What follows belongs to an exercise in optimizing a design on an open flow for small area; a production flow would make more cautious choices. At most, simulation tests tie the RTL to the original design; equivalence was not proved. Power figures rest on the tool's default switching activity, not on a simulated workload.

==> v4 <==
// cache_controller
module cache_controller (
    input clk,
    input reset,
    input read_en,
    input write_en,
    input [7:0] address,
    input [7:0] write_data,
    output [7:0] read_data,
    output reg hit,
    output reg mem_read_en,
    output reg mem_write_en,
    output reg [7:0] mem_address,
    output [7:0] mem_write_data,
    input      [7:0] mem_read_data
);
    reg [7:0] data0 [0:3];
    reg [7:0] data1 [0:3];
    reg [3:0] tag0  [0:3];
    reg [3:0] tag1  [0:3];
    reg [3:0] lru;    
    reg [3:0] v1;     
    wire [1:0] index = address[3:2];
    wire [3:0] tag   = address[7:4];
    wire active = read_en | write_en;
    wire lru_s = lru[index];
    wire v1_s  = v1[index];
    wire m0 = (lru_s | v1_s) & (tag0[index] == tag);
    wire m1 = v1_s & (tag1[index] == tag);
    wire any_hit = m0 | m1;
    wire way = m1 | (~m0 & lru_s);
    wire data_we = active & ~(read_en & any_hit);
    wire [7:0] wdata = read_en ? mem_read_data : write_data;
    integer s;
    always @(posedge clk) begin
        for (s = 0; s < 4; s = s + 1) begin
            if (reset) begin
                lru[s] <= 1'b0;
                v1[s]  <= 1'b0;
            end else if (active && index == s) begin
                lru[s] <= ~way;
                if (way) v1[s] <= 1'b1;
            end
            if (index == s && data_we) begin
                if (way) begin
                    data1[s] <= wdata;
                    tag1[s]  <= tag;
                end else begin
                    data0[s] <= wdata;
                    tag0[s]  <= tag;
                end
            end
        end
    end
  ...
==> module cache_controller, before the edit <==
module cache_controller (
    input clk,
    input reset,
    input read_en,
    input write_en,
    input [7:0] address,
    input [7:0] write_data,
    output [7:0] read_data,
    output reg hit,
    output reg mem_read_en,
    output reg mem_write_en,
    output reg [7:0] mem_address,
    output [7:0] mem_write_data,
    input      [7:0] mem_read_data
);
    reg [7:0] data0 [0:3];
    reg [7:0] data1 [0:3];
    reg [3:0] tag0  [0:3];
    reg [3:0] tag1  [0:3];
    reg [3:0] lru;    
    reg [3:0] v1;     
    wire [1:0] index = address[3:2];
    wire [3:0] tag   = address[7:4];
    wire active = read_en | write_en;
    wire lru_s = lru[index];
    wire v1_s  = v1[index];
    wire m0 = (lru_s | v1_s) & (tag0[index] == tag);
    wire m1 = v1_s & (tag1[index] == tag);
    wire any_hit = m0 | m1;
    wire way = m1 | (~m0 & lru_s);
    wire data_we = active & ~(read_en & any_hit);
    wire [7:0] wdata = read_en ? mem_read_data : write_data;
    integer s;
    always @(posedge clk) begin
        for (s = 0; s < 4; s = s + 1) begin
            if (reset) begin
                lru[s] <= 1'b0;
                v1[s]  <= 1'b0;
            end else if (active && index == s) begin
                lru[s] <= ~way;
                if (way) v1[s] <= 1'b1;
            end
            if (index == s && data_we) begin
                if (way) begin
                    data1[s] <= wdata;
                    tag1[s]  <= tag;
                end else begin
                    data0[s] <= wdata;
                    tag0[s]  <= tag;
                end
            end
        end
    end
    always @(posedge clk) begin
        hit          <= ~reset & active & any_hit;
        mem_read_en  <= read_en & ~any_hit;
        mem_write_en <= ~read_en & write_en;
        mem_address  <= address;
    end
    wire [1:0] oidx = mem_address[3:2];
    wire oway = ~lru[oidx];
    wire [7:0] line = oway ? data1[oidx] : data0[oidx];
    assign read_data      = line;
    assign mem_write_data = line;
endmodule
export LEC_CHECK = 0
export CAP_MARGIN = 20
export CORE_MARGIN = 2
export CORE_UTILIZATION = 40
export SLEW_MARGIN = 20
create_clock -name core_clock -period 5.0 [get_ports {clk}]
standard.sh (not shown) runs the stock make flow with config.mk's settings and CLKGATE_MAP_FILE= SYNTH_SCRIPT=/design/flow/synth_recipe.tcl, a recipe that flattens the netlist after the stock synthesis.
==> flow/flow/run.sh <==
#!/bin/bash
# Standard ORFS layout (standard synthesis unchanged) with smaller port
# buffers and a clock tree built from small clock buffers without dummy loads.
set -euo pipefail
bash standard.sh \
  GPL_TIMING_DRIVEN=0 \
  BUFFER_PORTS_ARGS="-buffer_cell sky130_fd_sc_hd__buf_1" \
  CTS_ARGS="-sink_clustering_enable -repair_clock_nets -dont_use_dummy_load -buf_list {sky130_fd_sc_hd__clkbuf_4 sky130_fd_sc_hd__clkbuf_8} -sink_clustering_size 30" \
  finish > flow.log 2>&1
==> v3: changes against v4 <==
--- a/flow/design.v
+++ b/flow/design.v
@@ -22,11 +22,19 @@
     reg [3:0] v1;     
     wire [1:0] index = address[3:2];
     wire [3:0] tag   = address[7:4];
+    wire [3:0] dec   = 4'b0001 << index;
     wire active = read_en | write_en;
-    wire lru_s = lru[index];
-    wire v1_s  = v1[index];
-    wire m0 = (lru_s | v1_s) & (tag0[index] == tag);
-    wire m1 = v1_s & (tag1[index] == tag);
+    wire [3:0] t0, t1;
+    wire lru_s, v1_s;
+    cache_sel4 #(.W(10)) u_look (
+        .sel (dec),
+        .d0  ({tag1[0], tag0[0], v1[0], lru[0]}),
+        .d1  ({tag1[1], tag0[1], v1[1], lru[1]}),
+        .d2  ({tag1[2], tag0[2], v1[2], lru[2]}),
+        .d3  ({tag1[3], tag0[3], v1[3], lru[3]}),
+        .q   ({t1, t0, v1_s, lru_s}));
+    wire m0 = (lru_s | v1_s) & (t0 == tag);
+    wire m1 = v1_s & (t1 == tag);
     wire any_hit = m0 | m1;
     wire way = m1 | (~m0 & lru_s);
     wire data_we = active & ~(read_en & any_hit);
@@ -37,11 +45,11 @@
             if (reset) begin
                 lru[s] <= 1'b0;
                 v1[s]  <= 1'b0;
-            end else if (active && index == s) begin
+            end else if (active && dec[s]) begin
                 lru[s] <= ~way;
                 if (way) v1[s] <= 1'b1;
             end
-            if (index == s && data_we) begin
+            if (dec[s] && data_we) begin
                 if (way) begin
                     data1[s] <= wdata;
                     tag1[s]  <= tag;
@@ -58,9 +66,30 @@
         mem_write_en <= ~read_en & write_en;
         mem_address  <= address;
     end
-    wire [1:0] oidx = mem_address[3:2];
-    wire oway = ~lru[oidx];
-    wire [7:0] line = oway ? data1[oidx] : data0[oidx];
+    wire [3:0] odec  = 4'b0001 << mem_address[3:2];
+    wire [3:0] osel0 = odec & lru;      
+    wire [3:0] osel1 = odec & ~lru;
+    wire [7:0] line;
+    cache_sel8 u_out (
+        .sel ({osel1, osel0}),
+        .d0  (data0[0]), .d1 (data0[1]), .d2 (data0[2]), .d3 (data0[3]),
+        .d4  (data1[0]), .d5 (data1[1]), .d6 (data1[2]), .d7 (data1[3]),
+        .q   (line));
     assign read_data      = line;
     assign mem_write_data = line;
 endmodule
+module cache_sel4 #(parameter W = 8) (
+    input  [3:0]   sel,
+    input  [W-1:0] d0, d1, d2, d3,
+    output [W-1:0] q
+);
+    assign q = ({W{sel[0]}} & d0) | ({W{sel[1]}} & d1) | ({W{sel[2]}} & d2) | ({W{sel[3]}} & d3);
+endmodule
+module cache_sel8 (
+    input  [7:0] sel,
+    input  [7:0] d0, d1, d2, d3, d4, d5, d6, d7,
+    output [7:0] q
+);
+    assign q = ({8{sel[0]}} & d0) | ({8{sel[1]}} & d1) | ({8{sel[2]}} & d2) | ({8{sel[3]}} & d3)
+             | ({8{sel[4]}} & d4) | ({8{sel[5]}} & d5) | ({8{sel[6]}} & d6) | ({8{sel[7]}} & d7);
+endmodule
==> flow/flow/run.sh (replaced) <==
#!/bin/bash
# Standard ORFS layout (standard synthesis unchanged) with: synthesis buffers
# removed and gates downsized at floorplan, smaller port buffers, and a clock
# tree of small clock buffers without dummy loads.
set -euo pipefail
F=$(pwd)/flow
bash standard.sh \
  REMOVE_ABC_BUFFERS=1 \
  POST_FLOORPLAN_TCL=$F/downsize.tcl \
  GPL_TIMING_DRIVEN=0 \
  BUFFER_PORTS_ARGS="-buffer_cell sky130_fd_sc_hd__buf_1" \
  CTS_ARGS="-sink_clustering_enable -repair_clock_nets -dont_use_dummy_load -buf_list {sky130_fd_sc_hd__clkbuf_4}" \
  finish > flow.log 2>&1
==> flow/flow/downsize.tcl (new file) <==
# Swap every combinational cell for the smallest-area cell with the same
# function (timing is repaired later by the standard repair steps).
sta::make_equiv_cells [lindex [get_libs *] 0]
set n 0
foreach inst [get_cells *] {
  set lc [get_lib_cells -of_objects $inst]
  set lname [get_name $lc]
  if {[regexp {__(.*df.*|dl.*|conb.*|tap.*|fill.*|decap.*)$} $lname]} { continue }
  set best $lc
  set best_area [get_property $lc area]
  set equiv [sta::find_equiv_cells $lc]
  foreach c $equiv {
    set name [get_name $c]
    if {[string match "*probe*" $name] || [string match "*lpflow*" $name] || [string match "*dly*" $name]} { continue }
    set a [get_property $c area]
    if {$a < $best_area - 1e-6} { set best $c; set best_area $a }
  }
  if {$best ne $lc} {
    replace_cell $inst $best
    incr n
  }
}
puts "downsize: replaced $n cells"
--- a/flow/config.mk
+++ b/flow/config.mk
@@ -5,7 +5,10 @@
 export SDC_FILE = /design/flow/constraint.sdc
 export NUM_CORES = 4
 export LEC_CHECK = 0
-export CAP_MARGIN = 20
+export CAP_MARGIN = 0
 export CORE_MARGIN = 2
-export CORE_UTILIZATION = 40
-export SLEW_MARGIN = 20
+export CORE_UTILIZATION = 80
+export PLACE_DENSITY = 0.9
+export SLEW_MARGIN = 0
+export SYNTH_HIERARCHICAL = 1
+export SYNTH_MINIMUM_KEEP_SIZE = 0
==> v21: changes against v4 <==
--- a/flow/design.v
+++ b/flow/design.v
@@ -22,11 +22,19 @@
     reg [3:0] v1;     
     wire [1:0] index = address[3:2];
     wire [3:0] tag   = address[7:4];
+    wire [3:0] dec   = 4'b0001 << index;
     wire active = read_en | write_en;
-    wire lru_s = lru[index];
-    wire v1_s  = v1[index];
-    wire m0 = (lru_s | v1_s) & (tag0[index] == tag);
-    wire m1 = v1_s & (tag1[index] == tag);
+    wire [3:0] t0, t1;
+    wire lru_s, v1_s;
+    cache_sel4 #(.W(10)) u_look (
+        .sel (dec),
+        .d0  ({tag1[0], tag0[0], v1[0], lru[0]}),
+        .d1  ({tag1[1], tag0[1], v1[1], lru[1]}),
+        .d2  ({tag1[2], tag0[2], v1[2], lru[2]}),
+        .d3  ({tag1[3], tag0[3], v1[3], lru[3]}),
+        .q   ({t1, t0, v1_s, lru_s}));
+    wire m0 = (lru_s | v1_s) & (t0 == tag);
+    wire m1 = v1_s & (t1 == tag);
     wire any_hit = m0 | m1;
     wire way = m1 | (~m0 & lru_s);
     wire data_we = active & ~(read_en & any_hit);
@@ -37,11 +45,11 @@
             if (reset) begin
                 lru[s] <= 1'b0;
                 v1[s]  <= 1'b0;
-            end else if (active && index == s) begin
+            end else if (active && dec[s]) begin
                 lru[s] <= ~way;
                 if (way) v1[s] <= 1'b1;
             end
-            if (index == s && data_we) begin
+            if (dec[s] && data_we) begin
                 if (way) begin
                     data1[s] <= wdata;
                     tag1[s]  <= tag;
@@ -58,9 +66,30 @@
         mem_write_en <= ~read_en & write_en;
         mem_address  <= address;
     end
-    wire [1:0] oidx = mem_address[3:2];
-    wire oway = ~lru[oidx];
-    wire [7:0] line = oway ? data1[oidx] : data0[oidx];
+    wire [3:0] odec  = 4'b0001 << mem_address[3:2];
+    wire [3:0] osel0 = odec & lru;      
+    wire [3:0] osel1 = odec & ~lru;
+    wire [7:0] line;
+    cache_sel8 u_out (
+        .sel ({osel1, osel0}),
+        .d0  (data0[0]), .d1 (data0[1]), .d2 (data0[2]), .d3 (data0[3]),
+        .d4  (data1[0]), .d5 (data1[1]), .d6 (data1[2]), .d7 (data1[3]),
+        .q   (line));
     assign read_data      = line;
     assign mem_write_data = line;
 endmodule
+module cache_sel4 #(parameter W = 8) (
+    input  [3:0]   sel,
+    input  [W-1:0] d0, d1, d2, d3,
+    output [W-1:0] q
+);
+    assign q = ({W{sel[0]}} & d0) | ({W{sel[1]}} & d1) | ({W{sel[2]}} & d2) | ({W{sel[3]}} & d3);
+endmodule
+module cache_sel8 (
+    input  [7:0] sel,
+    input  [7:0] d0, d1, d2, d3, d4, d5, d6, d7,
+    output [7:0] q
+);
+    assign q = ({8{sel[0]}} & d0) | ({8{sel[1]}} & d1) | ({8{sel[2]}} & d2) | ({8{sel[3]}} & d3)
+             | ({8{sel[4]}} & d4) | ({8{sel[5]}} & d5) | ({8{sel[6]}} & d6) | ({8{sel[7]}} & d7);
+endmodule
==> flow/flow/run.sh (replaced) <==
#!/bin/bash
# Standard ORFS layout (standard synthesis unchanged) with: synthesis buffers
# removed and gates downsized at floorplan, smaller port buffers, and a clock
# tree of small clock buffers without dummy loads.
set -euo pipefail
F=$(pwd)/flow
bash standard.sh \
  REMOVE_ABC_BUFFERS=1 \
  POST_FLOORPLAN_TCL=$F/downsize.tcl \
  GPL_TIMING_DRIVEN=0 \
  BUFFER_PORTS_ARGS="-buffer_cell sky130_fd_sc_hd__buf_1" \
  CTS_ARGS="-sink_clustering_enable -repair_clock_nets -dont_use_dummy_load -buf_list {sky130_fd_sc_hd__clkbuf_4}" \
  finish > flow.log 2>&1
==> flow/flow/downsize.tcl (new file) <==
# Swap every combinational cell for the smallest-area cell with the same
# function (timing is repaired later by the standard repair steps).
sta::make_equiv_cells [lindex [get_libs *] 0]
set n 0
foreach inst [get_cells *] {
  set lc [get_lib_cells -of_objects $inst]
  set lname [get_name $lc]
  if {[regexp {__(.*df.*|dl.*|conb.*|tap.*|fill.*|decap.*)$} $lname]} { continue }
  set best $lc
  set best_area [get_property $lc area]
  set equiv [sta::find_equiv_cells $lc]
  foreach c $equiv {
    set name [get_name $c]
    if {[string match "*probe*" $name] || [string match "*lpflow*" $name] || [string match "*dly*" $name]} { continue }
    set a [get_property $c area]
    if {$a < $best_area - 1e-6} { set best $c; set best_area $a }
  }
  if {$best ne $lc} {
    replace_cell $inst $best
    incr n
  }
}
puts "downsize: replaced $n cells"
--- a/flow/config.mk
+++ b/flow/config.mk
@@ -5,7 +5,10 @@
 export SDC_FILE = /design/flow/constraint.sdc
 export NUM_CORES = 4
 export LEC_CHECK = 0
-export CAP_MARGIN = 20
+export CAP_MARGIN = 0
 export CORE_MARGIN = 2
-export CORE_UTILIZATION = 40
-export SLEW_MARGIN = 20
+export CORE_UTILIZATION = 65
+export PLACE_DENSITY = 0.75
+export SLEW_MARGIN = 0
+export SYNTH_HIERARCHICAL = 1
+export SYNTH_MINIMUM_KEEP_SIZE = 0
==> v13: changes against v4 <==
==> flow/flow/run.sh (replaced) <==
#!/bin/bash
# Standard ORFS layout (standard synthesis unchanged) with: synthesis buffers
# removed and gates downsized at floorplan, smaller port buffers, and a clock
# tree of a few clock buffers without dummy loads.
set -euo pipefail
F=$(pwd)/flow
bash standard.sh \
  REMOVE_ABC_BUFFERS=1 \
  POST_FLOORPLAN_TCL=$F/downsize.tcl \
  GPL_TIMING_DRIVEN=0 \
  BUFFER_PORTS_ARGS="-buffer_cell sky130_fd_sc_hd__buf_1" \
  CTS_ARGS="-sink_clustering_enable -repair_clock_nets -dont_use_dummy_load -buf_list {sky130_fd_sc_hd__clkbuf_8 sky130_fd_sc_hd__clkbuf_16} -sink_clustering_size 30 -sink_clustering_max_diameter 200" \
  finish > flow.log 2>&1
==> flow/flow/downsize.tcl (new file) <==
# Swap every combinational cell for the smallest-area cell with the same
# function (timing is repaired later by the standard repair steps).
sta::make_equiv_cells [lindex [get_libs *] 0]
set n 0
foreach inst [get_cells *] {
  set lc [get_lib_cells -of_objects $inst]
  if {[get_property $lc is_sequential]} { continue }
  set best $lc
  set best_area [get_property $lc area]
  set equiv [sta::find_equiv_cells $lc]
  foreach c $equiv {
    set name [get_name $c]
    if {[string match "*probe*" $name] || [string match "*lpflow*" $name] || [string match "*dly*" $name]} { continue }
    set a [get_property $c area]
    if {$a < $best_area - 1e-6} { set best $c; set best_area $a }
  }
  if {$best ne $lc} {
    replace_cell $inst $best
    incr n
  }
}
puts "downsize: replaced $n cells"
==> results.txt <==
quantity                                                                       v21                         v4                       v3                     v13
Num ports                                                                       55                         55                       55                       -
Worst clock skew                                                         0.0449 ns                  0.0359 ns                0.0473 ns                       -
Fraction of standard cell area that is sequential                            0.681                      0.626                    0.683                       -
Kind of path behind the tightest hold check                             reg -> reg                 reg -> reg               reg -> reg                       -
Destination of the worst register-to-register timing path              data0[2][0]                data1[0][4]              data0[1][4]                       -
Slowest library cell on the worst path                     sky130_fd_sc_hd__nor4_2  sky130_fd_sc_hd__clkbuf_1  sky130_fd_sc_hd__nor4_2                       -
IO buf count                                                                    54                         53                       54                       -
Area used by multi-input combinational logic                            1030 sq um                 1200 sq um               1030 sq um                       -
# Post-CTS Setup Buffers                                                         0                          0                        0                       -
Worst relative slew slack                                                    0.116                      0.477                   0.0808                       -
Share of power burned in registers                                           0.656                      0.587                    0.656                       -
Cell Pwr Density                                                       347 nW/um^2                357 nW/um^2              349 nW/um^2                       -
Result of the run                                         timing/DRC/antenna clean   timing/DRC/antenna clean  timing/DRC/antenna clean  stopped before the end
Last stage reached                                                               -                          -                        -           2_1_floorplan
Hold Buf Count CTS                                                               0                          0                        0                       -
Final cell area excluding filler cells                                  4790 sq um                 5210 sq um               4780 sq um                       -
CP endpoint                                                            data0[2][0]               read_data[7]              data0[1][4]                       -
The RTL of v4 and v13 was laid out without a check of its function.

## afterwards: timing with drivers on the ports
Ports are ideal in the flow. The routed layouts listed here were re-timed in OpenROAD. Step 1 sets driving cells, clkbuf_16 on the clock port and buf_2 on the other inputs (assumed; they add their load-dependent delay and slew). Step 2 times the ports against the registers' clock, not the clock port: input delays grow and output delays shrink by t, the midpoint of the rising clock arrivals with the driver on. a / b / c = no drivers / after step 1 / after step 2; a / b = the first two.
run	t (ns)	setup slack, ns	clock arrival spread, ns	cell pins on the clock port's net
v4	0.440	1.104 / 1.071 / 1.185	0.036 / 0.036	1
v3	0.497	0.856 / 0.861 / 0.363	0.049 / 0.049	1
v21	0.487	0.774 / 0.779 / 0.292	0.045 / 0.045	1
After both steps setup and hold are still met in every run listed. The setup slack of v3, which loses most, moves by +0.005 ns with the drivers and by -0.493 ns with both steps.
